This design comes from an exercise in tuning for small area and a short achievable clock period on the open sky130 flow, not from production work.
In this exercise RTL edits were held to simulation tests only and were not proved equivalent to the original.
Power figures rest on the tool's default switching activity, not on a simulated workload.

==> flow/flow/run.sh <==
#!/bin/bash
# Standard layout, with a tighter setup target for timing repair and no
# dummy loads in clock tree synthesis. Each tool's output goes to a log here.
set -euo pipefail
export SETUP_SLACK_MARGIN=6.5
export CTS_ARGS="-sink_clustering_enable -repair_clock_nets -dont_use_dummy_load"
bash standard.sh > standard_flow.log 2>&1
==> flow/standard.sh <==
#!/bin/bash
# synth_recipe.tcl (not shown) runs the flow's synth.tcl, then flattens the netlist and writes it again
# the make line also repeats each setting of config.mk as NAME=value (left out here)
make -C /OpenROAD-flow-scripts/flow DESIGN_CONFIG=/design/flow/config.mk WORK_HOME=/design/flow/orfs CLKGATE_MAP_FILE= SYNTH_SCRIPT=/design/flow/synth_recipe.tcl "${@:-finish}"
==> flow/config.mk <==
export PLATFORM = sky130hd
export DESIGN_NAME = SCPU
export DESIGN_NICKNAME = SCPU
export VERILOG_FILES = /design/flow/design.v
export SDC_FILE = /design/flow/constraint.sdc
export NUM_CORES = 8
export LEC_CHECK = 0
export CAP_MARGIN = 20
export CORE_MARGIN = 2
export CORE_UTILIZATION = 50
export SLEW_MARGIN = 20
export SYNTH_HIERARCHICAL = 1
export SYNTH_MINIMUM_KEEP_SIZE = 0
==> flow/constraint.sdc <==
create_clock -name core_clock -period 10.0 [get_ports {clk}]
set_input_delay 2.0000 -clock core_clock [delete_from_list [all_inputs] [get_ports {clk}]]
set_output_delay 2.0000 -clock core_clock [all_outputs]
set_load 0.01 [all_outputs]
==> flow/design.v <==
`timescale 1ns / 1ps
module SCPU(
    input         clk,
    input         rst,
    input  [31:0] inst,
    input  [31:0] data_in,   
    output [31:0] addr_out,  
    output [31:0] data_out,  
    output [31:0] pc_out,    
    output        mem_write,
    output [31:0] out,
    output [6:0]  exmem_opcode,
    input         cache_resp_stall
    );
    localparam [31:0] NOP = 32'h00000013;
    wire stall = cache_resp_stall;
    wire run   = ~cache_resp_stall;
    localparam [2:0] S_N = 3'd0, S_J1 = 3'd1, S_J2 = 3'd2, S_J3 = 3'd3,
                     S_J4 = 3'd4, S_L1 = 3'd5, S_L2 = 3'd6;
    reg  [2:0]  fs;
    reg  [31:0] pc;
    reg  [31:0] if_inst;
    reg         jf;       
    reg  [31:0] jt;       
    wire [6:0] op  = if_inst[6:0];
    wire [2:0] f3  = if_inst[14:12];
    wire [6:0] top = if_inst[31:25];
    wire d_lui   = op == 7'b0110111;
    wire d_r     = op == 7'b0110011;
    wire d_ld    = op == 7'b0000011;
    wire d_st    = op == 7'b0100011;
    wire d_i     = op == 7'b0010011;
    wire d_b     = op == 7'b1100011;
    wire d_jal   = op == 7'b1101111;
    wire d_jalr  = op == 7'b1100111;
    wire d_sys   = op == 7'b1110011;
    wire d_auipc = op == 7'b0010111;
    wire d_em    = d_sys & (f3 == 3'b000) & ((top == 7'b0000000) | (top == 7'b0011000));
    wire d_mret  = d_sys & (f3 == 3'b000) & (top == 7'b0011000);
    wire d_ecall = d_sys & (f3 == 3'b000) & (top == 7'b0000000);
    wire d_csr   = d_sys & (f3[1:0] != 2'b00);
    wire d_jmp   = d_b | d_jal | d_jalr | d_em;
    wire d_csrrs = d_sys & (f3 == 3'b010);
    wire d_csrrw = d_sys & (f3 == 3'b001);
    wire d_341   = if_inst[31:20] == 12'h341;
    wire d_305   = if_inst[31:20] == 12'h305;
    wire bubble = ((fs == S_N) & (d_jmp | d_ld)) | (fs == S_J1) | (fs == S_J2) |
                  (fs == S_J3) | (fs == S_L1);
    always @(posedge clk) begin
        if (run) begin
            case (fs)
                S_N:  fs <= d_jmp ? S_J1 : (d_ld ? S_L1 : S_N);
                S_J1: fs <= S_J2;
                S_J2: fs <= S_J3;
                S_J3: fs <= S_J4;
                S_L1: fs <= S_L2;
                default: fs <= S_N;
            endcase
            if (bubble)
                if_inst <= NOP;
            else
                if_inst <= inst;
        end
    end
    wire fs_j = (fs == S_J1) | (fs == S_J2) | (fs == S_J3) | (fs == S_J4);
    wire [31:0] pcm4 = pc - 32'd4;
    always @(posedge clk or posedge rst) begin
        if (rst)
            pc <= 32'b0;
        else if (run) begin
            if (jf & fs_j)
                pc <= jt;
            else if (~jf & ((fs == S_J1) | (fs == S_J2)))
                pc <= pc;
            else if (~jf & ((fs == S_J3) | (fs == S_L1)))
                pc <= pcm4;
            else
                pc <= pc + 32'd4;
        end
    end
    assign pc_out = pc;
    reg  [31:0] rf [1:31];
    reg  [31:1] rv;           
    reg  [31:0] x20;
    reg  [31:0] mtvec, mepc;
    reg [31:0] e_d1, e_r2, e_imm;
    reg [4:0]  e_rd;
    reg [6:0]  e_op;
    reg        e_we, e_asb, e_mw, e_lui, e_link, e_ld, e_ujmp, e_beq, e_bne,
               e_jr, e_wmtvec, e_wmepc, e_341, e_ls, e_eqw, e_eqm;
    reg        e_aR, e_aW, e_aD, e_bR, e_bW, e_bI, e_bS;
    reg        e_sub, e_add, e_addn, e_slt, e_sll, e_srl, e_or, e_and;
    reg [31:0] m_addr, m_res, m_do1, m_dout;
    reg [4:0]  m_rd;
    reg [6:0]  m_op;
    reg        m_we, m_mw, m_ld, m_link, m_jr, m_flagj, m_wmtvec, m_wmepc, m_eq;
    reg [31:0] w_val;
    reg        w_wmtvec, w_wmepc;
    wire [4:0] rs1 = if_inst[19:15];
    wire [4:0] rs2 = if_inst[24:20];
    wire [4:0] rd  = if_inst[11:7];
    reg [31:0] imm;
    always @(*) begin
        case (op)
            7'b0010011, 7'b0000011: imm = {{20{if_inst[31]}}, if_inst[31:20]};
            7'b0110111, 7'b0010111: imm = {if_inst[31:12], 12'b0};
            7'b1101111: imm = {{12{if_inst[31]}}, if_inst[19:12], if_inst[20], if_inst[30:21], 1'b0};
            7'b1100011: imm = {{20{if_inst[31]}}, if_inst[7], if_inst[30:25], if_inst[11:8], 1'b0};
            7'b0100011: imm = {{20{if_inst[31]}}, if_inst[31:25], if_inst[11:7]};
            default:    imm = 32'b0;
        endcase
    end
    reg [3:0] aop;
    always @(*) begin
        aop = {if_inst[30], f3};
        if (d_lui | d_ld | d_st | d_csr) aop = 4'b0000;
        else if (d_i) begin
            if (f3 == 3'b000) aop = 4'b0000;
            else if (f3 == 3'b010) aop = 4'b0010;
            else if (f3 == 3'b110) aop = 4'b0110;
        end
        else if (d_b) aop = 4'b1000;
        else if (~(d_r | d_jal | d_jalr | d_sys | d_auipc)) aop = 4'b0000;
    end
    wire d_we  = d_lui | d_r | d_ld | d_i | d_jal | d_jalr | d_csr | d_em | d_auipc;
    wire d_asb = d_ld | d_st | d_i | d_csr | d_mret | d_auipc;
    wire [31:1] sel1, sel2;
    genvar gi;
    generate
        for (gi = 1; gi < 32; gi = gi + 1) begin : g_dec
            if (gi == 20) begin : g_x20
                assign sel1[gi] = rs1 == gi;
                assign sel2[gi] = rs2 == gi;
            end else begin : g_rf
                assign sel1[gi] = rv[gi] & (rs1 == gi);
                assign sel2[gi] = rv[gi] & (rs2 == gi);
            end
        end
    endgenerate
    wire [32*31-1:0] rflat;
    generate
        for (gi = 1; gi < 32; gi = gi + 1) begin : g_flat
            if (gi == 20) begin : g_x20
                assign rflat[32*(gi-1) +: 32] = x20;
            end else begin : g_rf
                assign rflat[32*(gi-1) +: 32] = rf[gi];
            end
        end
    endgenerate
    wire [31:0] rv1, rv2;
    RdPort rp1(.d(rflat), .s(sel1), .y(rv1));
    RdPort rp2(.d(rflat), .s(sel2), .y(rv2));
    reg [31:0] d1;
    always @(*) begin
        if (d_auipc)               d1 = pcm4;
        else if (d_ecall)          d1 = mtvec;
        else if (d_mret)           d1 = mepc;
        else if (d_csrrs & d_341)  d1 = mepc | rv1;
        else                       d1 = rv1;
    end
    wire fE  = e_we;
    wire fW  = m_we;
    wire a1  = rs1 == e_rd;
    wire b1  = rs2 == e_rd;
    wire a2  = rs1 == m_rd;
    wire b2  = rs2 == m_rd;
    reg [1:0] fa, fb;
    reg       fls;
    always @(*) begin
        fa = 2'b00; fb = 2'b00; fls = 1'b0;
        if (e_341 & d_mret) begin
            fa = 2'b10;
        end else if (a1 & b1) begin
            if (fE) begin
                fa = 2'b10;
                fb = d_asb ? 2'b00 : 2'b10;
            end
        end else if (a1) begin
            fa = fE ? 2'b10 : 2'b00;
            fb = (b2 & fW) ? 2'b01 : 2'b00;
        end else if (b1) begin
            fa = (a2 & fW) ? 2'b01 : 2'b00;
            if (fE) begin
                fb  = d_asb ? 2'b00 : 2'b10;
                fls = d_asb & d_st;
            end
        end else begin
            fa = (a2 & fW) ? 2'b01 : 2'b00;
            fb = (b2 & fW & ~d_asb) ? 2'b01 : 2'b00;
        end
        if (d_auipc) fa = 2'b00;
    end
    wire [31:0] A = ({32{e_aR}} & m_res) | ({32{e_aW}} & w_val) | ({32{e_aD}} & e_d1);
    wire [31:0] B = ({32{e_bR}} & m_res) | ({32{e_bW}} & w_val) |
                    ({32{e_bI}} & e_imm) | ({32{e_bS}} & e_r2);
    wire [31:0] sum;
    Add32 u_add(.a(A), .b(B ^ {32{e_sub}}), .cin(e_sub), .s(sum));
    wire [32:0] as = {1'b0, sum};
    wire        lt  = (A[31] != B[31]) ? A[31] : as[31];
    wire        eq  = A == B;
    wire [31:0] Arev, shl, shr;
    genvar ri;
    generate
        for (ri = 0; ri < 32; ri = ri + 1) begin : g_rev
            assign Arev[ri] = A[31-ri];
            assign shr[ri]  = shl[31-ri];
        end
    endgenerate
    wire [4:0] shamt;
    Fwd5 u_shamt(.sR(e_bR), .sW(e_bW), .sI(e_bI), .sS(e_bS),
                 .r(m_res[4:0]), .w(w_val[4:0]), .i(e_imm[4:0]), .s(e_r2[4:0]), .y(shamt));
    assign shl = (e_srl ? Arev : A) << shamt;
    wire [31:0] alu_o = ({32{e_slt}} & {31'b0, lt}) |
                        ({32{e_sll}} & shl) |
                        ({32{e_srl}} & shr) |
                        ({32{e_or}}  & (A | B)) |
                        ({32{e_and}} & (A & B));
    wire [31:0] alu = ({32{e_add}} & as[31:0]) | alu_o;
    wire [31:0] res = ({32{e_addn}} & as[31:0]) | alu_o | ({32{e_lui}} & e_imm);
    wire        flagj = e_ujmp | (e_beq & eq) | (e_bne & ~eq);
    wire [31:0] wb_next = m_link ? pcm4 : (m_ld ? data_in : m_res);
    always @(posedge clk) begin
        if (rst) begin
            e_op <= 7'b0;
            e_wmtvec <= 1'b0;
            e_wmepc  <= 1'b0;
            m_wmtvec <= 1'b0;
            m_wmepc  <= 1'b0;
            w_wmtvec <= 1'b0;
            w_wmepc  <= 1'b0;
        end else if (run) begin
            e_op <= op;
            m_op <= e_op;    
            e_wmtvec <= d_csrrw & d_305;
            e_wmepc  <= ((d_csrrw | d_csrrs) & d_341) | d_ecall;
            m_wmtvec <= e_wmtvec;
            m_wmepc  <= e_wmepc;
            w_wmtvec <= m_wmtvec;
            w_wmepc  <= m_wmepc;
        end
    end
    always @(posedge clk) begin
        if (run) begin
            e_d1  <= d1;
            e_r2  <= rv2;
            e_imm <= imm;
            e_rd  <= rd;
            e_eqw <= rs2 == m_rd;
            e_eqm <= b1;
            e_we  <= d_we & (rd != 5'd0);
            e_asb <= d_asb;
            e_mw  <= d_st;
            e_lui <= d_lui;
            e_link <= d_jal | d_jalr | d_em;
            e_ld  <= d_ld;
            e_ujmp <= d_jal | d_jalr | d_em;
            e_beq <= d_b & ((f3 == 3'b000) | (f3 == 3'b111));
            e_bne <= d_b & ~((f3 == 3'b000) | (f3 == 3'b111));
            e_jr  <= d_jalr | d_em;
            e_341 <= d_341;
            e_aR  <= fa == 2'b10;
            e_aW  <= fa == 2'b01;
            e_aD  <= fa[1] == fa[0];
            e_bR  <= fb == 2'b10;
            e_bW  <= fb == 2'b01;
            e_bI  <= (fb[1] == fb[0]) & d_asb;
            e_bS  <= (fb[1] == fb[0]) & ~d_asb;
            e_ls  <= fls;
            e_sub <= (aop == 4'b1000) | (aop == 4'b0010);
            e_add <= (aop == 4'b0000) | (aop == 4'b1000);
            e_addn <= ((aop == 4'b0000) | (aop == 4'b1000)) & ~d_lui;
            e_slt <= aop == 4'b0010;
            e_sll <= aop == 4'b0001;
            e_srl <= aop == 4'b0101;
            e_or  <= aop == 4'b0110;
            e_and <= aop == 4'b0111;
            m_addr <= alu;
            m_res  <= res;
            m_do1  <= e_ls ? m_res : e_r2;
            m_rd   <= e_rd;
            m_eq   <= e_eqm;
            m_link <= e_link;
            m_we   <= e_we;
            m_mw   <= e_mw;
            m_ld   <= e_ld;
            m_jr   <= e_jr;
            m_flagj <= flagj;
            w_val  <= wb_next;
        end
    end
    wire        n_eq  = run ? e_eqw : m_eq;
    wire [31:0] n_do1 = run ? (e_ls ? m_res : e_r2) : m_do1;
    always @(posedge clk) begin
        m_dout <= n_eq ? w_val : n_do1;
    end
    wire [31:0] jimm = if_inst[2] ?
        {{12{if_inst[31]}}, if_inst[19:12], if_inst[20], if_inst[30:21], 1'b0} :
        {{20{if_inst[31]}}, if_inst[7], if_inst[30:25], if_inst[11:8], 1'b0};
    wire [31:0] js  = {~(pc[31:2] ^ jimm[31:2]), pc[1:0] ^ jimm[1:0]};
    wire [31:0] jmj = {pc[31:2] | jimm[31:2], pc[1:0] & jimm[1:0]};
    wire [31:0] jsum;
    Add32F u_jadd(.a(js), .b({jmj[30:0], 1'b0}), .s(jsum));
    always @(posedge clk) begin
        jf <= m_flagj;
        if (run & (d_b | d_jal))
            jt <= jsum;
        else if (m_flagj & m_jr)
            jt <= m_addr;
    end
    always @(posedge clk or posedge rst) begin
        if (rst)
            rv <= 31'b0;
        else if (run & m_we)
            rv[m_rd] <= 1'b1;
    end
    always @(posedge clk) begin
        if (run & m_we & (m_rd != 5'd20))
            rf[m_rd] <= wb_next;
    end
    always @(posedge clk or posedge rst) begin
        if (rst)
            x20 <= 32'b0;
        else if (run & m_we & (m_rd == 5'd20))
            x20 <= wb_next;
    end
    always @(posedge clk) begin
        if (w_wmtvec) mtvec <= w_val;
        if (w_wmepc)  mepc  <= w_val;
    end
    assign addr_out     = m_addr;
    assign data_out     = m_dout;
    assign mem_write    = m_mw;
    assign exmem_opcode = m_op;
    assign out          = x20;
endmodule
module RdPort(input [32*31-1:0] d, input [31:1] s, output [31:0] y);
    wire [31:0] n [0:10];
    genvar g;
    generate
        for (g = 0; g < 10; g = g + 1) begin : grp
            Aoi3 u(.a1(d[32*(3*g) +: 32]),   .b1({32{s[3*g+1]}}),
                   .a2(d[32*(3*g+1) +: 32]), .b2({32{s[3*g+2]}}),
                   .a3(d[32*(3*g+2) +: 32]), .b3({32{s[3*g+3]}}), .y(n[g]));
        end
    endgenerate
    assign n[10] = ~(d[32*30 +: 32] & {32{s[31]}});
    assign y = ~(n[0] & n[1] & n[2] & n[3] & n[4] & n[5] & n[6] & n[7] & n[8] & n[9] & n[10]);
endmodule
module Aoi3(input [31:0] a1, input [31:0] b1, input [31:0] a2, input [31:0] b2,
            input [31:0] a3, input [31:0] b3, output [31:0] y);
    assign y = ~((a1 & b1) | (a2 & b2) | (a3 & b3));
endmodule
module Add32(input [31:0] a, input [31:0] b, input cin, output [31:0] s);
    wire [31:0] p0, g0, c;
    AddPG u_pg(.a(a), .b(b), .p(p0), .g(g0));
    AddTree u_tree(.p(p0), .g(g0), .cin(cin), .c(c));
    assign s = p0 ^ c;
endmodule
module AddPG(input [31:0] a, input [31:0] b, output [31:0] p, output [31:0] g);
    assign p = a ^ b;
    assign g = a & b;
endmodule
module AddTree(input [31:0] p, input [31:0] g, input cin, output [31:0] c);
    wire [31:0] g0 = {g[31:1], g[0] | (p[0] & cin)};
    wire [31:0] g1, p1, g2, p2, g3, p3, g4, p4, g5;
    PrefixLevel #(.D(1))  l1(.gi(g0), .pi(p),  .go(g1), .po(p1));
    PrefixLevel #(.D(2))  l2(.gi(g1), .pi(p1), .go(g2), .po(p2));
    PrefixLevel #(.D(4))  l3(.gi(g2), .pi(p2), .go(g3), .po(p3));
    PrefixLevel #(.D(8))  l4(.gi(g3), .pi(p3), .go(g4), .po(p4));
    PrefixLast  #(.D(16)) l5(.gi(g4), .pi(p4), .go(g5));
    assign c = {g5[30:0], cin};
endmodule
module PrefixLevel #(parameter D = 1) (input [31:0] gi, input [31:0] pi,
                                       output [31:0] go, output [31:0] po);
    assign go = gi | (pi & {gi[31-D:0], {D{1'b0}}});
    assign po = pi & {pi[31-D:0], {D{1'b0}}};
endmodule
module PrefixLast #(parameter D = 16) (input [31:0] gi, input [31:0] pi, output [31:0] go);
    assign go = gi | (pi & {gi[31-D:0], {D{1'b0}}});
endmodule
module Fwd5(input sR, input sW, input sI, input sS, input [4:0] r, input [4:0] w,
            input [4:0] i, input [4:0] s, output [4:0] y);
    assign y = ({5{sR}} & r) | ({5{sW}} & w) | ({5{sI}} & i) | ({5{sS}} & s);
endmodule
module Add32F(input [31:0] a, input [31:0] b, output [31:0] s);
    wire [31:0] p0, g0;
    AddPG u_pg(.a(a), .b(b), .p(p0), .g(g0));
    wire [31:0] g1, p1, g2, p2, g3, p3, g4, p4, g5;
    genvar i;
    generate
        for (i = 0; i < 32; i = i + 1) begin : lv
            if (i >= 1) begin : l1
                assign g1[i] = g0[i] | (p0[i] & g0[i-1]);
                assign p1[i] = p0[i] & p0[i-1];
            end else begin : l1b
                assign g1[i] = g0[i];
                assign p1[i] = p0[i];
            end
            if (i >= 2) begin : l2
                assign g2[i] = g1[i] | (p1[i] & g1[i-2]);
                assign p2[i] = p1[i] & p1[i-2];
            end else begin : l2b
                assign g2[i] = g1[i];
                assign p2[i] = p1[i];
            end
            if (i >= 4) begin : l3
                assign g3[i] = g2[i] | (p2[i] & g2[i-4]);
                assign p3[i] = p2[i] & p2[i-4];
            end else begin : l3b
                assign g3[i] = g2[i];
                assign p3[i] = p2[i];
            end
            if (i >= 8) begin : l4
                assign g4[i] = g3[i] | (p3[i] & g3[i-8]);
                assign p4[i] = p3[i] & p3[i-8];
            end else begin : l4b
                assign g4[i] = g3[i];
                assign p4[i] = p3[i];
            end
            if (i >= 16) begin : l5
                assign g5[i] = g4[i] | (p4[i] & g4[i-16]);
            end else begin : l5b
                assign g5[i] = g4[i];
            end
        end
    endgenerate
    assign s = p0 ^ {g5[30:0], 1'b0};
endmodule
==> results of run 1 <==
[what timing repair did]
item | CTS | global route
gates cloned | 16 | 7
hold buffers | 0 | 0
resized for setup | 723 | 277
pin swaps | 153 | 221
setup endpoints to repair | 1779 | 805
setup buffers | 272 | 99
[worst reg2reg max path: stages, from the launching register on]
cell and delay, ns:
sky130_fd_sc_hd__edfxtp_1 0.37, sky130_fd_sc_hd__buf_6 0.16, sky130_fd_sc_hd__buf_16 0.16, sky130_fd_sc_hd__a222oi_1 0.36, sky130_fd_sc_hd__buf_4 0.19, sky130_fd_sc_hd__inv_1 0.12
sky130_fd_sc_hd__ha_4 0.28, sky130_fd_sc_hd__and2_1 0.19, sky130_fd_sc_hd__a21o_1 0.21, sky130_fd_sc_hd__a21o_1 0.20, sky130_fd_sc_hd__a21o_1 0.20, sky130_fd_sc_hd__a21o_4 0.26
sky130_fd_sc_hd__xor2_2 0.20, sky130_fd_sc_hd__nor2_1 0.10, sky130_fd_sc_hd__a21oi_1 0.05, sky130_fd_sc_hd__a21oi_1 0.12, sky130_fd_sc_hd__o21ai_1 0.10, sky130_fd_sc_hd__a221o_1 0.29
sky130_fd_sc_hd__a21o_1 0.15
[worst min-delay path by stage]
| stage | endpoint | depth (start not counted) |
|---|---|---|
| 2_1_floorplan | jf$_DFF_P_ | 0 |
| 3_3_place_gp | jf$_DFF_P_ | 0 |
| 3_5_place_dp | jf$_DFF_P_ | 0 |
| 4_1_cts | jf$_DFF_P_ | 0 |
| 5_1_grt | jf$_DFF_P_ | 0 |
| 6_report | jf$_DFF_P_ | 0 |
[layer usage]
| metal | global-route usage, % | part of all wire [%] | up-vias |
|---|---|---|---|
| met5 | 0 | 0.021 | - |
| met4 | 29.43 | 9.2 | 12 |
| met3 | 9.358 | 12 | 853 |
| met2 | 64.30 | 44 | 4652 |
| met1 | 54.62 | 35 | 29390 |
| li1 | - | - | 23870 |
[metrics by stage]
step,hold slack [ns],util (%),instance area [um2]
final,0.4012,61.23,87630
after global routing,0.4093,61.22,87630
after CTS,0.3755,59.64,85370
after detailed placement,0.3621,54.03,77330
after global placement,0.3617,53.96,77240
after floorplan,0.3484,-,71870
[cells in the final DEF, fill, tap and decap left out, drive strengths merged, types with 80 or more instances in the layout]
master	n
buf	648
nand2	328
inv	183
a21o	165
a222oi	673
a22oi	124
xor2	86
nand3	83
nor2	195
mux2i	83
a21oi	180
and3	80
o21ai	93
edfxtp	1334
clkbuf	167
mux2	116
and2	140
dfrtp	94
nand4	147
ha	179
[final cells by class]
type | instances | area [um2]
diodes | 4 | 10.01
clock buffers | 159 | 3979
fillers | 11120 | 55500
inverters | 190 | 735.7
multi-input cells | 3378 | 28780
flip-flops and latches | 1506 | 44020
well taps | 1903 | 2381
repair buffers | 815 | 7721
repair inverters | 1 | 5.005
[power breakdown]
group	total [W]	switching, W	internal [W]
combinational	0.00584	0.00364	0.00220
clock	0.00503	0.00226	0.00277
sequential	0.00786	0.000364	0.00750
total	0.0187	0.00626	0.0125
==> flow_results.org, run 1 <==
** Timing
- Worst-case headroom to the max-slew limit :: a little over an eighth
- Adding up every negative setup slack in the final design gives 0 ns.
- Clock Skews :: about 0.099 ns
- The worst path uses slightly below 40% of the clock period.
- For the finished layout, the period the worst path requires is about 4.0 ns.
- Setup repair after global routing could not meet its margin everywhere.
- Setup violations remaining at the end of the flow were counted as 0.
- Worst Setup Slack, final :: about 6.0 ns
- Timing would allow up to between 0.2 and 0.3 GHz.
- The number of failing hold endpoints at the final stage is 0.
- Pins over their slew limit :: 0
- At the pin with the least slew margin, the transition time is between 1 and 1.5 ns.

** Setup path
- Critical Setup Path Class :: flip-flop to flip-flop
- The most critical setup path has its startpoint at e_aR$_DFFE_PN_.
- Endpoint class of the critical path :: flip-flop
- Slowest library cell on the worst path :: sky130_fd_sc_hd__edfxtp_1
- For this run, the slowest stage of the critical path takes between 0.3 and 0.4 ns.
- In this run the number of cells on the critical path is 18.
- Critical Path RT :: around 11 ns
- The worst register-to-register path begins at e_aR$_DFFE_PN_.
- Worst R2R Setup Slack :: 6.05 ns
- The endpoint identified for the worst register-to-register timing path is m_res[0]$_DFFE_PN_.
- The critical path ends at m_res[0]$_DFFE_PN_.
- Counting both buffers and inverters, the worst setup path holds a total of 4.
- Measured in cells, the most critical reg-to-reg path has a length of 18.
- STA classifies the critical path startpoint as a flip-flop.
- In this run the worst path has a maximum fanout of 16.
- Data arrival time of the worst path :: ~4.5 ns
- Crit path max-delay family :: compound AO/OA/AOI/OAI gates
- Cell breakdown of the critical path :: buf_6 > buf_16 > a222oi_1 > buf_4 > inv_1 > ha_4 > and2_1 > a21o_1 > a21o_1 > a21o_1 > a21o_4 > xor2_2 > nor2_1 > a21oi_1 > a21oi_1 > o21ai_1 > a221o_1 > a21o_1
- Cell with the most instances on the worst path :: sky130_fd_sc_hd__a21o_1

** Worst hold path
- Class of the tightest hold or removal check :: flip-flop to flip-flop
- Startpoint of the most critical hold path :: m_flagj$_DFFE_PN_

** Place
- Routability-driven placement finished with a final weighted congestion of approximately 1.0.
- # port buffers :: between 200 and 250
- In this run, placement finished with an instance count of about 7400.
- Pre-CTS setup slack :: 4.531 ns
- Detail Placement HPWL :: around 210000 um

** Outcome
- The run finished with no timing, DRC or antenna violations.

** Power
- Areal power density over the cells :: between 200 and 250 nW/um2
- Pwr Total :: between 0.015 and 0.02 W
- Maximum vdd ir drop :: ~220 uV
- Leak Pwr :: approximately 32 nW

** Drt
- DRC Markers :: 0
- The first detailed-routing pass took 13 iterations.
- Post-route ant nets :: 0
- The final layout contains routed wiring with a total length of about 320000 um.
- In the final routed layout, each cell accounts on average for 40.59 um.
- Violation count after the first detailed-route iteration :: 12370
- Dividing the detail-routed via count by the number of cells gives about 7.4.
- The routed layout has 58780 vias.

** Die
- Total Die Area :: ~150000 um2
- Effective utilization at floorplan :: 50.17%
- Die H :: ~380 um
- X dimension of the die :: around 380 um
- Total core area :: 143100 um2
- IO Pins :: ~200
- Number of placement rows :: around 140

** Clock network
- CTS tree :: yes
- Clock-pin slew reported for the worst setup and hold paths after clock tree synthesis :: 0.06 ns
- Sink Count :: roughly 1500
- CTS Buffer Depth :: 3
- The later pin in the worst-skew pair is clocked with a latency of 0.83 ns.
- CTS Buf Count :: between 150 and 200
- The root buffer cell chosen for the clock tree is sky130_fd_sc_hd__clkbuf_16.
- In this run the number of H-tree levels came out at 4.

** Logic synthesis
- Cell count after synthesis :: 5308
- Average size of a mapped cell :: roughly 14 um2
- Netlist Area Pre-Place :: just over 70000 um2
- Number of synthesis warnings :: 8

** Final layout
- Cells with a size suffix above 1 make up between 20% and 30% of the layout.
- Filler-free cell count of the finished design :: between 7000 and 8000
- For this run, the post-layout net count is about 6300.
- Largest register FFs :: 960
- Register with the most flip-flops :: rf
- The area growth from synthesis to layout is 22.05%.

** Flow run
- Maximum Capacitance Violations :: 0

** Global route
- The number of global-route vias before repair was about 54000.
- Largest net degree at the start of global routing :: 68
- The total overflow left after global routing is 0.
- Global-route wire length before repair :: approximately 430000 um
- In the global route stage, overall resource usage came out at between 40% and 50%.
- The initial antenna violation count was 16.
==> run 2, diff against run 1 <==
==> flow/flow/run.sh (replaced) <==
#!/bin/bash
# Standard layout, with a tighter setup target for timing repair, smaller
# clock buffers and no dummy loads in clock tree synthesis, and plain buffers
# on the ports. Each tool's output goes to a log here.
set -euo pipefail
export SETUP_SLACK_MARGIN=6.5
export BUFFER_PORTS_ARGS="-buffer_cell sky130_fd_sc_hd__buf_2"
export CTS_ARGS="-sink_clustering_enable -repair_clock_nets -dont_use_dummy_load -buf_list {sky130_fd_sc_hd__clkbuf_4 sky130_fd_sc_hd__clkbuf_8}"
bash standard.sh > standard_flow.log 2>&1
==> run 2 against run 1 <==
The layout now fails its checks (max-capacitance violations, max-slew violations). Core utilization rose by 0.30 points. Wire length rose by 0.31%. Global-route usage rose by 0.16 points. Clock power fell by 14%. Non-clock buffer count rose by 77. Worst hold slack got worse by 0.0091 ns. Cell count rose by 2.0%. Sequential cell count did not move. Clock skew rose by 0.089 ns. Die area did not move. Via count rose by 1.5%. Clock-buffer cell count rose by 81. Critical path type unchanged. Largest power group unchanged.
==> flow_results.org, run 2 <==
** Place
- The HPWL after detailed placement is roughly 210000 um.
- The congestion estimate from routability-driven global placement came to 1.066.
- # port buffers :: 202

** Drt
- After detailed routing, the number of remaining DRC violations is 0.
- In this run the remaining antenna-violating nets after routing total 0.
- The routed design has roughly 320000 um of wire.
- Vias per inst :: roughly 7.4
- Violation count after the first detailed-route iteration :: about 12000
- Overall via count from detail_route :: around 60000
- Average wire per standard cell :: between 30 and 40 um
- For this run, the detailed router's first-pass iteration total came to 14.

** Final layout
- The library cell used most frequently in the layout, excluding fill and tap cells, is sky130_fd_sc_hd__edfxtp_1.
- From synthesis to final layout, the design area changed by 22.64%.
- The net count of the finished layout is roughly 6500.
- Largest register FFs :: 960
- Counting flops per register, the top entry is rf.
- After filler insertion, the fill cell instance count of the layout stands at 11160.
- Leading cell types in the layout, fill and taps excluded :: 1334 x sky130_fd_sc_hd__edfxtp_1, 673 x sky130_fd_sc_hd__a222oi_1, 514 x sky130_fd_sc_hd__buf_4
- The post-route netlist has 29.43% of its cells at a drive strength greater than 1.

** Timing
- After routing, the total negative slack on setup checks comes to 0 ns.
- The number of failing hold endpoints at the final stage was 0.
- Worst-case headroom to the max-slew limit :: -5.998%
- Worst Max-Slew Pin Slew :: ~1.6 ns
- Clock Skews :: 0.1886 ns
- Highest Clock Rate :: approximately 0.25 GHz
- Setup repair after global routing could not meet its margin everywhere.
- After layout, the minimum clock period comes to 3.997 ns.
- After layout, the worst path uses 39.97% of the clock period.
- Final number of setup-violating endpoints :: 0
- Pins over their slew limit :: 3

** Logic synthesis
- A synthesized cell averages approximately 14 um2.
- The Yosys step of the flow raised 8 warnings.
- Netlist Area Pre-Place :: 71800 um2
- The cell count after synthesis came out at 5308.

** Clock network
- Clock root buffer :: sky130_fd_sc_hd__clkbuf_8
- TritonCTS built the clock tree.
- Sink Count :: around 1500
- TritonCTS created 240 clock buffers.
- Clock-pin slew reported for the worst setup and hold paths after clock tree synthesis :: approximately 0.06 ns
- The clock tree synthesis step divided the H-tree into 4 levels.
- Worst-Skew Late Latency :: approximately 1.0 ns
- The clock passes through at most 3 buffers.
- Post-CTS Hold Buffers :: 0

** Outcome
- The flow ran to the end, but the layout failed its checks.
- The checks that failed: max-capacitance violations, max-slew violations.

** Die
- X dimension of the die :: 383.0 um
- Total Die Area :: around 150000 um2
- Number of placement rows :: between 100 and 150
- The die is 383.0 um tall.
- Pin placement for this block handled 203 I/O pins.
- Total core area :: 143100 um2
- For this configuration, the core starts out at a cell density of around half.

** Global route
- The first global-routing pass estimated around 440000 um of wire.
- Global routing consumed, over all layers together, between 40% and 50% of the routing resources.
- Entering global routing, the biggest net connects 79 pins.
- Initial antenna violation count :: 16
- Number of global-route vias before repair :: between 50000 and 60000
- After global routing the overflow that remains totals 0.

** Setup path
- Biggest fanout along the worst timing path :: 8
- Data arrival time of the worst path :: about 4.7 ns
- Critical Setup Path Class :: flip-flop to flip-flop
- STA classifies the critical path startpoint as a flip-flop.
- For the worst setup path, the data required time is approximately 11 ns.
- Endpoint class of the critical path :: flip-flop

** Flow run
- Maximum Capacitance Violations :: 1

** Power
- Areal power density over the cells :: approximately 210 nW/um2
- Leak Pwr :: roughly 33 nW
- Maximum vdd ir drop :: between 150 and 200 uV
- Pwr Total :: 0.01826 W

** Worst hold path
- Class of the tightest hold or removal check :: flip-flop to flip-flop
## run 2: power by group
| group | total (W) | switching (W) | internal (W) |
|---|---|---|---|
| Combinational | 0.00605 | 0.00366 | 0.00238 |
| Sequential | 0.00788 | 0.000381 | 0.00750 |
| Clock | 0.00433 | 0.00224 | 0.00209 |
| Total | 0.0183 | 0.00629 | 0.0120 |
## run 2: path summary, 6_finish.rpt
check	startpoint	end	slack, ns	depth (start not counted)
worst max-delay path	e_aD$_DFFE_PN_	m_res[0]$_DFFE_PN_	6.00	18
worst min-delay path	e_ld$_DFFE_PN_	m_ld$_DFFE_PN_	0.39	0
worst max register to register	e_aD$_DFFE_PN_	m_res[0]$_DFFE_PN_	6.00	18
worst min register to register	e_ld$_DFFE_PN_	m_ld$_DFFE_PN_	0.39	0
max in group asynchronous	rst	rv[27]$_DFFE_PP0P_	7.17	3
min in group asynchronous	rst	pc[29]$_DFFE_PP0P_	1.30	2
## run 2: worst max-delay path, cell delays in order (launching register included)
cell and delay (ns):
sky130_fd_sc_hd__edfxtp_1 0.37, sky130_fd_sc_hd__buf_6 0.17, sky130_fd_sc_hd__buf_12 0.14, sky130_fd_sc_hd__buf_16 0.14, sky130_fd_sc_hd__a222oi_1 0.44, sky130_fd_sc_hd__inv_1 0.25
sky130_fd_sc_hd__ha_4 0.30, sky130_fd_sc_hd__a21o_1 0.17, sky130_fd_sc_hd__a21o_1 0.19, sky130_fd_sc_hd__a21o_1 0.17, sky130_fd_sc_hd__a21o_1 0.16, sky130_fd_sc_hd__a21o_4 0.23
sky130_fd_sc_hd__xor2_2 0.16, sky130_fd_sc_hd__nor2_1 0.09, sky130_fd_sc_hd__a21oi_1 0.05, sky130_fd_sc_hd__a21oi_1 0.12, sky130_fd_sc_hd__o21ai_1 0.11, sky130_fd_sc_hd__a221o_1 0.29
sky130_fd_sc_hd__a21o_1 0.16
## run 2: routing by layer
metal / share of wire (%) / wire (um) / track usage (%)
met1: 35 / 113200 / 53.78
met2: 44 / 141500 / 64.00
met3: 13 / 40650 / 10.84
met4: 8.8 / 28540 / 30.83
met5: 0.019 / 62 / 0
## run 2: timing repair
| item | in CTS | in global routing |
|---|---|---|
| gates resized for setup | 578 | 290 |
| gates cloned | 29 | 9 |
| pin swaps | 249 | 265 |
| setup buffers | 324 | 111 |
| setup endpoints to repair | 1173 | 492 |
| hold endpoints to repair | 0 | 0 |
## run 2: final cells by class
class,count,area (um2),area share (%)
Sequential cell,1506,44020,49.99
Tap cell,1903,2381,2.704
Antenna cell,6,15.01,0.01705
Clock buffer,240,3303,3.751
Timing Repair Buffer,892,8327,9.456
Inverter,190,770.7,0.8753
Multi-Input combinational cell,3379,29240,33.21
## run 2: per-stage QoR
step	instances	cell area, um2	utilization [%]	hold slack [ns]	setup slack, ns
2_1_floorplan	5309	71870	-	0.3484	2.364
3_3_place_gp	7394	76230	53.25	0.3651	4.666
3_5_place_dp	7395	76250	53.27	0.3681	4.619
4_1_cts	7988	85580	59.79	0.4121	6.134
5_1_grt	8111	88040	61.51	0.3988	6.051
6_report	8116	88060	61.52	0.3921	6.003
==> run 3, diff against run 2 <==
--- a/flow/design.v
+++ b/flow/design.v
@@ -124,15 +124,16 @@
     end
     wire d_we  = d_lui | d_r | d_ld | d_i | d_jal | d_jalr | d_csr | d_em | d_auipc;
     wire d_asb = d_ld | d_st | d_i | d_csr | d_mret | d_auipc;
+    wire d1_special = d_auipc | d_em;
     wire [31:1] sel1, sel2;
     genvar gi;
     generate
         for (gi = 1; gi < 32; gi = gi + 1) begin : g_dec
             if (gi == 20) begin : g_x20
-                assign sel1[gi] = rs1 == gi;
+                assign sel1[gi] = (rs1 == gi) & ~d1_special;
                 assign sel2[gi] = rs2 == gi;
             end else begin : g_rf
-                assign sel1[gi] = rv[gi] & (rs1 == gi);
+                assign sel1[gi] = rv[gi] & (rs1 == gi) & ~d1_special;
                 assign sel2[gi] = rv[gi] & (rs2 == gi);
             end
         end
@@ -147,17 +148,10 @@
             end
         end
     endgenerate
-    wire [31:0] rv1, rv2;
-    RdPort rp1(.d(rflat), .s(sel1), .y(rv1));
+    wire [31:0] rv2, d1;
+    RdPort1 rp1(.d({pcm4, mepc, mtvec, rflat}),
+                .s({d_auipc, d_mret | (d_csrrs & d_341), d_ecall, sel1}), .y(d1));
     RdPort rp2(.d(rflat), .s(sel2), .y(rv2));
-    reg [31:0] d1;
-    always @(*) begin
-        if (d_auipc)               d1 = pcm4;
-        else if (d_ecall)          d1 = mtvec;
-        else if (d_mret)           d1 = mepc;
-        else if (d_csrrs & d_341)  d1 = mepc | rv1;
-        else                       d1 = rv1;
-    end
     wire fE  = e_we;
     wire fW  = m_we;
     wire a1  = rs1 == e_rd;
@@ -426,3 +420,17 @@
     endgenerate
     assign s = p0 ^ {g5[30:0], 1'b0};
 endmodule
+module RdPort1(input [32*34-1:0] d, input [34:1] s, output [31:0] y);
+    wire [31:0] n [0:11];
+    genvar g;
+    generate
+        for (g = 0; g < 11; g = g + 1) begin : grp
+            Aoi3 u(.a1(d[32*(3*g) +: 32]),   .b1({32{s[3*g+1]}}),
+                   .a2(d[32*(3*g+1) +: 32]), .b2({32{s[3*g+2]}}),
+                   .a3(d[32*(3*g+2) +: 32]), .b3({32{s[3*g+3]}}), .y(n[g]));
+        end
+    endgenerate
+    assign n[11] = ~(d[32*33 +: 32] & {32{s[34]}});
+    assign y = ~(n[0] & n[1] & n[2] & n[3] & n[4] & n[5] & n[6] & n[7] & n[8] & n[9] &
+                 n[10] & n[11]);
+endmodule
==> flow/flow/run.sh (replaced) <==
#!/bin/bash
# Standard layout, with a tighter setup target for timing repair and no
# dummy loads in clock tree synthesis. Each tool's output goes to a log here.
set -euo pipefail
export SETUP_SLACK_MARGIN=6.5
export CTS_ARGS="-sink_clustering_enable -repair_clock_nets -dont_use_dummy_load"
bash standard.sh > standard_flow.log 2>&1
==> run 3 against run 2 <==
The run now finishes clean. Synthesized area shrank 0.63%. Non-clock buffer count shrank 54. Combinational power shrank 7.9%. Highest routed layer unchanged. Global-route usage shrank 2.6 points. Clock skew shrank 0.092 ns. Die area shrank 0.62%. Sequential share of layout area is essentially flat. Clock power grew 16%. Cell count shrank 2.1%. Fmax shrank 1.2%. Sequential power is essentially flat.
==> flow_results.org, run 3 <==
** Drt
- Dividing the detail-routed via count by the number of cells gives 7.427.
- The routed design has between 300000 and 400000 um of wire.
- For this run, design rule violations remaining after detail routing come to 0.
- Average wire per standard cell :: about 39 um
- Across all layers, the routed design uses between 50000 and 60000 vias.
- In this run the remaining antenna-violating nets after routing total 0.
- In this run, the number of DRC markers left after iteration 0 of detailed routing was 12500.
- First drt pass iteration count :: 15

** Timing
- For the pin with the worst max-slew slack, the measured transition is approximately 1.2 ns.
- Total Negative Setup Slacks :: 0 ns
- Final number of setup-violating endpoints :: 0
- Shortest clock period the worst path allows after layout :: 4.046 ns
- The number of failing hold endpoints at the final stage is 0.
- Pins over their slew limit :: 0
- Worst hold slack :: just over 0.4 ns
- Setup repair after global routing could not meet its margin everywhere.
- Worst-case headroom to the max-slew limit :: 18.82%
- Once routing completed, OpenROAD measured the worst setup slack at between 5 and 6 ns.
- After layout, the worst path uses 40.46% of the clock period.
- Clock Skews :: 0.09624 ns
- Highest Clock Rate :: between 0.2 and 0.25 GHz

** Setup path
- In this design, the stage delay of the slowest critical-path cell is roughly 0.58 ns.
- The worst setup path is captured at a flip-flop.
- Slowest library cell on the worst path :: sky130_fd_sc_hd__or4_4
- The cell family contributing the most delay on the critical path is simple AND/OR/NAND/NOR gates.
- Worst R2R Setup Slack :: between 5 and 6 ns
- Counting both buffers and inverters, the worst setup path holds a total of 2.
- Among the stages of the critical path, the cell type that occurs most often is sky130_fd_sc_hd__nand4_1.
- Launch instance of the worst register-to-register path :: if_inst[30]$_SDFFCE_PP0N_
- Destination of the worst register-to-register timing path :: e_d1[25]$_DFFE_PN_
- The number of cells on the worst reg-to-reg path is 11.
- Cell breakdown of the critical path :: or4_4 > nor2_4 > nand4_1 > buf_4 > nand3_4 > nor3_4 > and3_4 > buf_12 > a222oi_1 > nand4_1 > a2111o_1
- The worst setup path is launched from a flip-flop.
- The critical path starts at if_inst[30]$_SDFFCE_PP0N_.
- The worst setup path is of the flip-flop to flip-flop kind.
- Data on the critical path arrives at its endpoint at 4.55 ns.
- Critical Path RT :: approximately 11 ns
- In this run the worst path has a maximum fanout of 13.

** Worst hold path
- Along the worst hold path, the cell count comes to 0.
- The startpoint identified for the worst hold timing path is e_jr$_DFFE_PN_.
- The worst hold path terminates at m_jr$_DFFE_PN_.
- Class of the tightest hold or removal check :: flip-flop to flip-flop

** Global route
- The total overflow left after global routing is 0.
- Global routing used about two fifths of the available tracks across all layers.
- The first global-routing pass estimated ~420000 um of wire.
- Entering global routing, the biggest net connects 75 pins.
- Number of global-route vias before repair :: around 54000
- The initial antenna violation count is 13.

** Outcome
- The run finished with no timing, DRC or antenna violations.

** Final layout
- Relative to the synthesized area, the layout overhead comes to 23.48%.
- Commonest non-fill, non-tap cell in the layout :: sky130_fd_sc_hd__edfxtp_1
- Ranked by flip-flop count, first place goes to rf.
- Largest register FFs :: 960
- Filler-free cell count of the finished design :: 7944
- Leading cell types in the layout, fill and taps excluded :: 1334 x sky130_fd_sc_hd__edfxtp_1, 708 x sky130_fd_sc_hd__a222oi_1, 483 x sky130_fd_sc_hd__buf_4
- Proportion of layout cells with a drive suffix above 1 :: roughly 25%
- For this run, the post-layout net count is about 6300.

** Die
- Die H :: 381.8 um
- X dimension of the die :: 381.8 um
- Effective utilization at floorplan :: between 50% and 60%
- The floorplan has 138 rows.
- IO Pins :: 203
- The die covers roughly 150000 um2.
- Total core area :: between 100000 and 150000 um2

** Place
- Detail Placement HPWL :: 202500 um
- GP Congestion :: around 1.0
- Counting tap cells, the placed design contains a total of about 7300 instances.
- The count of buffers added on input and output ports is about 200.
- Prior to clock tree synthesis, the placed netlist has a worst setup slack of just under 5 ns.

** Clock network
- Clock-pin slew reported for the worst setup and hold paths after clock tree synthesis :: approximately 0.06 ns
- The clock passes through at most 3 buffers.
- CTS Buf Count :: between 150 and 200
- The H-tree was split into 4 levels.
- CTS tree :: yes
- The tree is rooted in a sky130_fd_sc_hd__clkbuf_16.
- Hold repair after CTS inserted 0 buffers.
- Clock tree synthesis found a total of 1506 sinks.
- Worst-Skew Late Latency :: 0.82 ns

** Logic synthesis
- Cell count after synthesis :: 5255
- Number of synthesis warnings :: 9
- Average size of a mapped cell :: approximately 14 um2
- The mapped netlist covers ~71000 um2.

** Power
- Power spread over the standard cell area amounts to 209.6 nW/um2.
- Maximum vdd ir drop :: between 150 and 200 uV
- Summed over all cells, the static leakage comes to around 33 nW.

** Flow run
- Maximum Capacitance Violations :: 0
-- run 3: what timing repair did --
item,CTS,global route
cloned,21,17
setup endpoints to repair,1583,1319
pin swaps,234,250
resized for setup,734,277
setup buffers,298,132
-- run 3: per-layer routing --
layer / wire length, um / track usage (%) / share of wire (%)
met3: 42090 / 10.72 / 14
met2: 136900 / 61.57 / 45
met1: 108900 / 53.15 / 35
met5: 131 / 0 / 0.043
met4: 19490 / 18.70 / 6.3
-- run 3: per-stage QoR --
step	total power [W]	instance area [um2]	util, %
after floorplan	0.01027	71440	-
after global placement	0.01215	76490	54.03
after detailed placement	0.01219	76610	54.11
after CTS	0.01786	85310	60.25
after global routing	0.01892	88100	62.22
final	0.01846	88110	62.23
-- run 3: report_power, final --
group	switching, W	leakage, nW	internal [W]
combinational	0.00340	16.6	0.00217
sequential	0.000399	14.0	0.00749
clock	0.00226	1.95	0.00275
-- run 3: worst max path at each step --
stage,endpoint,depth (start not counted)
after floorplan,x20[0]$_DFFE_PP0P_,6
after global placement,m_res[13]$_DFFE_PN_,5
after detailed placement,w_val[13]$_DFFE_PN_,5
after CTS,rf[29][11]$_DFFE_PP_,6
after global routing,e_d1[2]$_DFFE_PN_,11
final,e_d1[25]$_DFFE_PN_,11
-- run 3: layout make-up --
class / count / area [um2]
Antenna cell: 4 / 10.01
Clock buffer: 158 / 3954
Fill cell: 10990 / 53480
Inverter: 193 / 757.0
Multi-Input combinational cell: 3355 / 28860
Sequential cell: 1506 / 44040
Tap cell: 1890 / 2365
Timing Repair Buffer: 838 / 8123
==> run 4, diff against run 3 <==
--- a/flow/design.v
+++ b/flow/design.v
@@ -87,7 +87,7 @@
     reg [4:0]  e_rd;
     reg [6:0]  e_op;
     reg        e_we, e_asb, e_mw, e_lui, e_link, e_ld, e_ujmp, e_beq, e_bne,
-               e_jr, e_wmtvec, e_wmepc, e_341, e_ls, e_eqw, e_eqm;
+               e_jr, e_jt, e_wmtvec, e_wmepc, e_341, e_ls, e_eqw, e_eqm;
     reg        e_aR, e_aW, e_aD, e_bR, e_bW, e_bI, e_bS;
     reg        e_sub, e_add, e_addn, e_slt, e_sll, e_srl, e_or, e_and;
     reg [31:0] m_addr, m_res, m_do1, m_dout;
@@ -130,10 +130,10 @@
     generate
         for (gi = 1; gi < 32; gi = gi + 1) begin : g_dec
             if (gi == 20) begin : g_x20
-                assign sel1[gi] = (rs1 == gi) & ~d1_special;
+                assign sel1[gi] = rs1 == gi;
                 assign sel2[gi] = rs2 == gi;
             end else begin : g_rf
-                assign sel1[gi] = rv[gi] & (rs1 == gi) & ~d1_special;
+                assign sel1[gi] = rv[gi] & (rs1 == gi);
                 assign sel2[gi] = rv[gi] & (rs2 == gi);
             end
         end
@@ -149,8 +149,8 @@
         end
     endgenerate
     wire [31:0] rv2, d1;
-    RdPort1 rp1(.d({pcm4, mepc, mtvec, rflat}),
-                .s({d_auipc, d_mret | (d_csrrs & d_341), d_ecall, sel1}), .y(d1));
+    RdPort1 rp1(.d(rflat), .s(sel1), .kill(d1_special),
+                .x({pcm4, mepc, mtvec}), .xs({d_auipc, d_mret | (d_csrrs & d_341), d_ecall}), .y(d1));
     RdPort rp2(.d(rflat), .s(sel2), .y(rv2));
     wire fE  = e_we;
     wire fW  = m_we;
@@ -190,7 +190,6 @@
     wire [31:0] sum;
     Add32 u_add(.a(A), .b(B ^ {32{e_sub}}), .cin(e_sub), .s(sum));
     wire [32:0] as = {1'b0, sum};
-    wire        lt  = (A[31] != B[31]) ? A[31] : as[31];
     wire        eq  = A == B;
     wire [31:0] Arev, shl, shr;
     genvar ri;
@@ -204,13 +203,20 @@
     Fwd5 u_shamt(.sR(e_bR), .sW(e_bW), .sI(e_bI), .sS(e_bS),
                  .r(m_res[4:0]), .w(w_val[4:0]), .i(e_imm[4:0]), .s(e_r2[4:0]), .y(shamt));
     assign shl = (e_srl ? Arev : A) << shamt;
-    wire [31:0] alu_o = ({32{e_slt}} & {31'b0, lt}) |
-                        ({32{e_sll}} & shl) |
+    wire [31:0] alu_o = ({32{e_sll}} & shl) |
                         ({32{e_srl}} & shr) |
                         ({32{e_or}}  & (A | B)) |
                         ({32{e_and}} & (A & B));
-    wire [31:0] alu = ({32{e_add}} & as[31:0]) | alu_o;
-    wire [31:0] res = ({32{e_addn}} & as[31:0]) | alu_o | ({32{e_lui}} & e_imm);
+    wire        ltd = A[31] ^ B[31];
+    wire        slt_k = e_slt & ~ltd;
+    wire        slt_j = e_slt & ltd & A[31];
+    wire [31:0] alu0 = ({32{e_add}} & as[31:0]) | alu_o;
+    wire [31:0] res0 = ({32{e_addn}} & as[31:0]) | alu_o | ({32{e_lui}} & e_imm);
+    wire        alu_b0, res_b0;
+    LateAo u_lt_a(.a(alu0[0] | slt_j), .b(slt_k), .c(as[31]), .y(alu_b0));
+    LateAo u_lt_r(.a(res0[0] | slt_j), .b(slt_k), .c(as[31]), .y(res_b0));
+    wire [31:0] alu = {alu0[31:1], alu_b0};
+    wire [31:0] res = {res0[31:1], res_b0};
     wire        flagj = e_ujmp | (e_beq & eq) | (e_bne & ~eq);
     wire [31:0] wb_next = m_link ? pcm4 : (m_ld ? data_in : m_res);
     always @(posedge clk) begin
@@ -251,6 +257,7 @@
             e_beq <= d_b & ((f3 == 3'b000) | (f3 == 3'b111));
             e_bne <= d_b & ~((f3 == 3'b000) | (f3 == 3'b111));
             e_jr  <= d_jalr | d_em;
+            e_jt  <= d_b | d_jal;
             e_341 <= d_341;
             e_aR  <= fa == 2'b10;
             e_aW  <= fa == 2'b01;
@@ -287,16 +294,13 @@
     always @(posedge clk) begin
         m_dout <= n_eq ? w_val : n_do1;
     end
-    wire [31:0] jimm = if_inst[2] ?
-        {{12{if_inst[31]}}, if_inst[19:12], if_inst[20], if_inst[30:21], 1'b0} :
-        {{20{if_inst[31]}}, if_inst[7], if_inst[30:25], if_inst[11:8], 1'b0};
-    wire [31:0] js  = {~(pc[31:2] ^ jimm[31:2]), pc[1:0] ^ jimm[1:0]};
-    wire [31:0] jmj = {pc[31:2] | jimm[31:2], pc[1:0] & jimm[1:0]};
+    wire [31:0] js  = {~(pc[31:3] ^ e_imm[31:3]), pc[2:0] ^ e_imm[2:0]};
+    wire [31:0] jmj = {pc[31:3] | e_imm[31:3], pc[2:0] & e_imm[2:0]};
     wire [31:0] jsum;
     Add32F u_jadd(.a(js), .b({jmj[30:0], 1'b0}), .s(jsum));
     always @(posedge clk) begin
         jf <= m_flagj;
-        if (run & (d_b | d_jal))
+        if (run & e_jt)
             jt <= jsum;
         else if (m_flagj & m_jr)
             jt <= m_addr;
@@ -420,17 +424,24 @@
     endgenerate
     assign s = p0 ^ {g5[30:0], 1'b0};
 endmodule
-module RdPort1(input [32*34-1:0] d, input [34:1] s, output [31:0] y);
-    wire [31:0] n [0:11];
+module RdPort1(input [32*31-1:0] d, input [31:1] s, input kill,
+               input [32*3-1:0] x, input [3:1] xs, output [31:0] y);
+    wire [31:0] n [0:10];
+    wire [31:0] nx;
     genvar g;
     generate
-        for (g = 0; g < 11; g = g + 1) begin : grp
+        for (g = 0; g < 10; g = g + 1) begin : grp
             Aoi3 u(.a1(d[32*(3*g) +: 32]),   .b1({32{s[3*g+1]}}),
                    .a2(d[32*(3*g+1) +: 32]), .b2({32{s[3*g+2]}}),
                    .a3(d[32*(3*g+2) +: 32]), .b3({32{s[3*g+3]}}), .y(n[g]));
         end
     endgenerate
-    assign n[11] = ~(d[32*33 +: 32] & {32{s[34]}});
-    assign y = ~(n[0] & n[1] & n[2] & n[3] & n[4] & n[5] & n[6] & n[7] & n[8] & n[9] &
-                 n[10] & n[11]);
+    assign n[10] = ~(d[32*30 +: 32] & {32{s[31]}});
+    Aoi3 ux(.a1(x[31:0]),  .b1({32{xs[1]}}), .a2(x[63:32]), .b2({32{xs[2]}}),
+            .a3(x[95:64]), .b3({32{xs[3]}}), .y(nx));
+    wire [31:0] r = ~(n[0] & n[1] & n[2] & n[3] & n[4] & n[5] & n[6] & n[7] & n[8] & n[9] & n[10]);
+    assign y = (r & {32{~kill}}) | ~nx;
+endmodule
+module LateAo(input a, input b, input c, output y);
+    assign y = a | (b & c);
 endmodule
==> run 4 against run 3 <==
Register-to-register slack gained 0.29 ns. Core utilization shrank 1.9 points. Clock power is 1% higher. Total power increased by 3.6%. Design area fell by 1.9%. Still clean. Synthesized area up 0.91%. Via count down 2.2%. Critical endpoint is now m_res[25]$_DFFE_PN_.
==> flow_results.org, run 4 <==
** Timing
- The routed design could run at a clock period as short as between 3 and 4 ns.
- For the final routed database, the setup TNS stands at 0 ns.
- Measured against its own limit, the worst slew margin works out to a little under a quarter.
- Pins over their slew limit :: 0
- Crit share post-route :: a little under two fifths
- Setup repair after global routing missed its margin :: true
- Worst Max-Slew Pin Slew :: 1.156 ns
- Between clock sinks in the finished design, the worst skew comes to 0.1012 ns.
- Highest Clock Rate :: approximately 0.27 GHz
- Number of hold-slack violations in the final timing report :: 0
- Setup violations remaining at the end of the flow were counted as 0.

** Setup path
- Endpoint class of the critical path :: flip-flop
- Cell breakdown of the critical path :: a222oi_1 > buf_4 > clkinvlp_4 > ha_4 > a21o_1 > a21o_1 > a21o_1 > a21o_1 > a21o_1 > xor2_2 > a221oi_1 > nand2_1
- Largest incremental delay on the critical path :: about 0.55 ns
- Worst R2R Setup Slack :: roughly 6.2 ns
- Destination of the worst register-to-register timing path :: m_res[25]$_DFFE_PN_
- Along the worst path, the maximum fanout reaches 5.
- Critical Path RT :: 10.47 ns
- Among all stages on the critical path, the largest delay is contributed by sky130_fd_sc_hd__edfxtp_1.
- Launch instance of the worst register-to-register path :: m_res[2]$_DFFE_PN_
- Buffers & Inverters on Critical Path :: 2
- Worst Reg-to-Reg Cells :: 12
- The worst setup path is launched from a flip-flop.
- In this design, the largest share of critical-path delay is due to compound AO/OA/AOI/OAI gates.
- For the worst setup path, the data arrival time is 4.22 ns.
- The critical path is of the flip-flop to flip-flop type.
- Cell with the most instances on the worst path :: sky130_fd_sc_hd__a21o_1

** Logic synthesis
- Synthesis produced about 5300 cells.
- The cell area that synthesis handed to floorplanning was 72000 um2.
- After synthesis, the mean cell area works out to roughly 14 um2.
- Number of synthesis warnings :: 9

** Global route
- Largest net degree at the start of global routing :: 164
- For met2 alone, demand over resource in global routing was 62.13%.
- Global-route wire length before repair :: slightly above 400000 um
- Met1 track demand over resource :: 51.47%
- Global routing finished with a remaining overflow of 0.
- Across every metal layer, demand over resource in global routing totals approximately two fifths.
- Number of global-route vias before repair :: ~54000
- Busiest layer in global routing :: met2
- The initial antenna violation count is 17.
- GR Util met3 :: 10.13%

** Final layout
- In the layout the commonest cells are 1335 x sky130_fd_sc_hd__edfxtp_1, 704 x sky130_fd_sc_hd__a222oi_1, 441 x sky130_fd_sc_hd__buf_4.
- Summing all non-filler instances in the final layout gives an area of approximately 86000 um2.
- Largest register FFs :: between 900 and 1000
- At the end of the flow the core is filled with cells to between 60% and 70%.
- For this run, the post-layout net count is between 6000 and 7000.
- Fill cell total of the finished layout :: 11390
- rf holds more flip-flops than any other register.
- Area grow syn2layout :: 20.10%
- The library cell used most frequently in the layout, excluding fill and tap cells, is sky130_fd_sc_hd__edfxtp_1.
- Filler-free cell count of the finished design :: 7879
- The post-route netlist has roughly 22% of its cells at a drive strength greater than 1.

** Place
- # port buffers :: ~200
- Placement-stage cell area :: just under 80000 um2
- GP Congestion :: about 1.0
- Detailed placement finished with a half-perimeter wire length of between 150000 and 200000 um.
- In this run, placement finished with an instance count of around 7400.

** Clock network
- The H-tree was split into 4 levels.
- Post-CTS Hold Buffers :: 0
- The cell sitting at the root of the clock tree is a sky130_fd_sc_hd__clkbuf_16.
- Clock-pin slew reported for the worst setup and hold paths after clock tree synthesis :: roughly 0.06 ns
- TritonCTS built the clock tree.
- The number of clock buffers added by TritonCTS is 160.
- The clock passes through at most 3 buffers.
- For the worst-skew pair, the clock arrives at the later sink with an insertion delay of a little over 0.8 ns.
- CTS saw between 1500 and 2000 sinks.

** Die
- In this run the standard cell core region covers ~140000 um2.
- The die is 383.5 um wide.
- The initial utilization of the core area, before any placement, comes to 50.24%.
- Number of placement rows :: ~140
- Measured along the y axis, the die boundary spans 383.5 um.
- approximately 200 I/O pins were placed.
- Total Die Area :: between 100000 and 150000 um2

** Worst hold path
- The path with the worst hold slack has its endpoint at m_ld$_DFFE_PN_.
- The startpoint identified for the worst hold timing path is e_ld$_DFFE_PN_.
- Class of the tightest hold or removal check :: flip-flop to flip-flop
- Counting instances, the worst hold path has a depth of 0.

** Outcome
- The flow ran to the end and the layout has no timing, DRC or antenna violations.

** Power
- Maximum vdd ir drop :: about 180 uV
- Leak Pwr :: 31.95 nW
- Total power for the finished layout comes to 0.01913 W.
- Areal power density over the cells :: 221.2 nW/um2

** Flow run
- Across the run, the number of max-cap violations was 0.

** Drt
- For this run, design rule violations remaining after detail routing come to 0.
- Final wirelength :: ~300000 um
- The detail route stage leaves a number of antenna-violating nets equal to 0.
- Vias per inst :: 7.325
- The pre-antenna-repair detailed-routing pass consisted of 17 iterations.
- Violation count after the first detailed-route iteration :: about 12000
- The routed layout has approximately 58000 vias.
- After detailed routing, the average wire length per cell comes to about 38 um.
## run 4: power by group
group	internal, W	switching (W)	total [W]
Clock	0.00279	0.00228	0.00506
Combinational	0.00228	0.00373	0.00601
Sequential	0.00762	0.000436	0.00806
Total	0.0127	0.00644	0.0191
## run 4: area by class of cell
cell class / count / area (um2) / share of cell area [%]
Sequential cell: 1507 / 44050 / 50.94
Multi-Input combinational cell: 3355 / 28500 / 32.95
Timing Repair Buffer: 738 / 6684 / 7.729
Clock buffer: 160 / 4004 / 4.630
Tap cell: 1903 / 2381 / 2.753
Inverter: 211 / 848.3 / 0.9809
Antenna cell: 5 / 12.51 / 0.01447
## run 4: stage by stage
step                hold slack, ns  setup slack, ns
floorplan                   0.3484            2.280
global placement            0.4076            4.615
detailed placement          0.4056            4.581
CTS                         0.4191            6.274
global route                0.4279            6.253
finish                      0.4201            6.245
## run 4: worst max-delay path by stage
stage | from | to | slack, ns | cells past startpoint
3_3_place_gp | cache_resp_stall | x20[15]$_DFFE_PP0P_ | 4.62 | 7
2_1_floorplan | cache_resp_stall | rf[30][0]$_DFFE_PP_ | 2.28 | 6
5_1_grt | e_aR$_DFFE_PN_ | m_res[25]$_DFFE_PN_ | 6.25 | 14
6_report | m_res[2]$_DFFE_PN_ | m_res[25]$_DFFE_PN_ | 6.24 | 12
3_5_place_dp | cache_resp_stall | x20[13]$_DFFE_PP0P_ | 4.58 | 7
4_1_cts | e_bS$_DFFE_PN_ | m_res[31]$_DFFE_PN_ | 6.27 | 14
## run 4: layer usage
metal	up-vias	wire length, um
met1	29070	109000
li1	23640	-
met5	-	279
met2	4288	135700
met4	16	18760
met3	703	37780
## run 4: repair_timing
action                      CTS  global route
resized for setup           615           200
setup endpoints to repair  1702           995
pin swaps                    73            99
buffers inserted            266            63
gates cloned                 14             3
## run 4: worst reg2reg max path: stages, from the launching register on
cell                         delay [ns]
sky130_fd_sc_hd__edfxtp_1          0.55
sky130_fd_sc_hd__a222oi_1          0.54
sky130_fd_sc_hd__buf_4             0.26
sky130_fd_sc_hd__clkinvlp_4        0.19
sky130_fd_sc_hd__ha_4              0.29
sky130_fd_sc_hd__a21o_1            0.21
sky130_fd_sc_hd__a21o_1            0.19
sky130_fd_sc_hd__a21o_1            0.19
sky130_fd_sc_hd__a21o_1            0.19
sky130_fd_sc_hd__a21o_1            0.22
sky130_fd_sc_hd__xor2_2            0.18
sky130_fd_sc_hd__a221oi_1          0.28
sky130_fd_sc_hd__nand2_1           0.18
==> run 5, diff against run 4 <==
--- a/flow/design.v
+++ b/flow/design.v
@@ -305,11 +305,17 @@
         else if (m_flagj & m_jr)
             jt <= m_addr;
     end
+    wire [31:1] wdec;
+    generate
+        for (gi = 1; gi < 32; gi = gi + 1) begin : g_wdec
+            assign wdec[gi] = run & m_we & (m_rd == gi);
+        end
+    endgenerate
     always @(posedge clk or posedge rst) begin
         if (rst)
             rv <= 31'b0;
-        else if (run & m_we)
-            rv[m_rd] <= 1'b1;
+        else
+            rv <= rv | wdec;
     end
     always @(posedge clk) begin
         if (run & m_we & (m_rd != 5'd20))
==> run 5 against run 4 <==
Wire length shrank 1.3%. Die area shrank 1.1%. Clock skew grew 0.0034 ns. Design area shrank 1.7%. Clock power is essentially flat. Fmax shrank 2.7%. Via count shrank 2.4%. Clock-buffer cell count grew 1. Sequential power shrank 0.9%.
==> flow_results.org, run 5 <==
** Final layout
- Leading cell types in the layout, fill and taps excluded :: 1335 x sky130_fd_sc_hd__edfxtp_1, 705 x sky130_fd_sc_hd__a222oi_1, 432 x sky130_fd_sc_hd__buf_4
- Register with the most flip-flops :: rf
- Largest register FFs :: 960
- Final cell utilization of the core :: 60.14%
- The layout has about 11000 filler cells.
- The library cell used most frequently in the layout, excluding fill and tap cells, is sky130_fd_sc_hd__edfxtp_1.
- From synthesis to final layout, the design area changed by 19.40%.
- The post-route netlist has 22.47% of its cells at a drive strength greater than 1.
- The net count of the finished layout is 6061.
- Filler-free cell count of the finished design :: about 7700
- With fillers left out, the area of the finished cells amounts to about 85000 um2.

** Global route
- In the global route stage, overall resource usage came out at just under 40%.
- Number of global-route vias before repair :: 52880
- The initial antenna violation count was 5.
- Entering global routing, the biggest net connects ~170 pins.
- Gr ovfl total :: 0

** Logic synthesis
- Yosys printed 9 warnings.
- Netlist Area Pre-Place :: about 71000 um2
- Average size of a mapped cell :: 13.77 um2

** Clock network
- Counting the buffers created by CTS gives ~160.
- CTS tree :: yes
- Sink Count :: ~1500
- Clock-pin slew reported for the worst setup and hold paths after clock tree synthesis :: 0.06 ns
- Worst-Skew Late Latency :: about 0.82 ns
- In this run the deepest clock path goes through 3 buffers.
- Post-CTS Hold Buffers :: 0
- The cell sitting at the root of the clock tree is a sky130_fd_sc_hd__clkbuf_16.

** Setup path
- Biggest fanout along the worst timing path :: 8
- Type of element launching the critical path :: flip-flop
- Data on the critical path arrives at its endpoint at 4.44 ns.
- The worst setup path is captured at a flip-flop.
- Largest incremental delay on the critical path :: around 0.40 ns
- In this run the critical register-to-register path is captured at m_res[29]$_DFFE_PN_.
- The setup path with the least slack is of type flip-flop to flip-flop.
- Setup slack on the worst reg-to-reg path comes out at between 6 and 7 ns.
- Cell with the most instances on the worst path :: sky130_fd_sc_hd__a21o_1
- Worst Reg-to-Reg Cells :: 16

** Worst hold path
- Class of the tightest hold or removal check :: flip-flop to flip-flop
- The worst hold path terminates at jf$_DFF_P_.
- Startpoint of the most critical hold path :: m_flagj$_DFFE_PN_
- The worst hold path passes through 0 cells.

** Timing
- Final hold analysis gives a worst-case slack of 0.3888 ns.
- Final number of setup-violating endpoints :: 0
- Highest Clock Rate :: roughly 0.26 GHz
- The worst pin sits at a relative slew slack of between 10 and 15%.
- For the finished layout, the period the worst path requires is 3.860 ns.
- For the final database, setup skew stands at roughly 0.10 ns.
- The number of failing hold endpoints at the final stage is 0.
- Setup repair after global routing missed its margin :: true
- At the pin with the least slew margin, the transition time is between 1 and 1.5 ns.
- Crit share post-route :: 38.60%

** Drt
- First drt pass iteration count :: 15
- Average wire per standard cell :: just under 40 um
- Summed over all layers, the routed wires come to ~300000 um.
- Post-route ant nets :: 0
- Dividing the detail-routed via count by the number of cells gives 7.298.
- DRC Markers :: 0
- Overall via count from detail_route :: 56350

** Power
- Maximum vdd ir drop :: ~150 uV
- Areal power density over the cells :: roughly 220 nW/um2

** Place
- Including well taps, the total number of placed cells is around 7200.
- Placement-stage cell area :: around 77000 um2
- GP Congestion :: between 1 and 1.5

** Die
- The initial utilization of the core area, before any placement, comes to approximately half.
- For this design the top-level I/O count stands at between 200 and 250.
- The floorplan has 138 rows.
- The floorplan step defined a die boundary enclosing between 100000 and 150000 um2.
- Total core area :: roughly 140000 um2

** Outcome
- The flow ran to the end and the layout has no timing, DRC or antenna violations.

** Flow run
- Across the run, the number of max-cap violations was 0.
==> run 5: changes by cell type in the layout (fill, tap and decap cells not counted), sizes merged, moves of 14 or more <==
cell,delta
ha,-14
or2,+26
nor2,-20
buf,-21
mux2i,+26
nand3,-15
nand2,-29
o21bai,-25
o21ai,-32
==> run 5: final cells by class <==
class / count / area, um2 / area share (%)
tap: 1890 / 2365 / 2.781
multi-input combinational: 3244 / 27660 / 32.53
sequential: 1507 / 44070 / 51.82
timing repair buffer: 707 / 6105 / 7.178
inverter: 207 / 800.8 / 0.9416
clock buffer: 161 / 4029 / 4.737
antenna: 5 / 12.51 / 0.01471
==> run 5: power by group <==
group	switching (W)	leakage (nW)	total (W)	internal (W)
Clock	0.00228	1.98	0.00508	0.00281
Sequential	0.000418	14.0	0.00799	0.00757
Combinational	0.00345	15.5	0.00559	0.00214
Total	0.00615	31.5	0.0187	0.0125
==> run 5: worst max-delay path by stage <==
stage	endpoint	from
2_1_floorplan	x20[0]$_DFFE_PP0P_	cache_resp_stall
3_3_place_gp	rf[8][25]$_DFFE_PP_	cache_resp_stall
3_5_place_dp	rf[14][13]$_DFFE_PP_	cache_resp_stall
4_1_cts	m_res[29]$_DFFE_PN_	e_aR$_DFFE_PN_
5_1_grt	m_res[29]$_DFFE_PN_	e_aR$_DFFE_PN_
6_report	m_res[29]$_DFFE_PN_	e_aR$_DFFE_PN_
==> run 5: metrics by stage <==
stage	setup slack [ns]	total power, W
after detailed placement	5.343	0.01266
after global placement	5.380	0.01265
final	6.140	0.01866
after CTS	6.307	0.01819
after floorplan	3.257	0.01062
after global routing	6.140	0.01918
==> run 5: critical path: cells and delay by family, from the launching register on <==
family | cells | cell delay, ns
compound gates | 7 | 1.68
xor+xnor | 1 | 0.31
fa+ha+maj | 1 | 0.26
buf+inv | 5 | 0.77
flops | 1 | 0.40
simple gates | 2 | 0.22
==> run 5: repair_timing <==
item	in CTS	in global routing
hold endpoints to repair	0	0
pin swaps	80	102
resized for setup	601	172
buffers inserted	240	62
cloned	4	3
endpoints found under the setup margin	1381	476
==> run 5: per-layer routing <==
| metal | global-route usage [%] | share of wire, % | vias up |
|---|---|---|---|
| met2 | 63.07 | 46 | 4159 |
| met1 | 51.40 | 36 | 28330 |
| met4 | 18.83 | 6.1 | 2 |
| met3 | 8.726 | 12 | 691 |
| met5 | 0 | 0.0037 | - |
| li1 | - | - | 23170 |

Re-timed with assumed drivers on the ports (clkbuf_16 on the clock, buf_2 on other inputs), run 5 has 6.140 ns of setup slack against 6.140 ns with ideal ports, and 5.748 ns once port delays also move by the mid clock arrival of 0.857 ns.
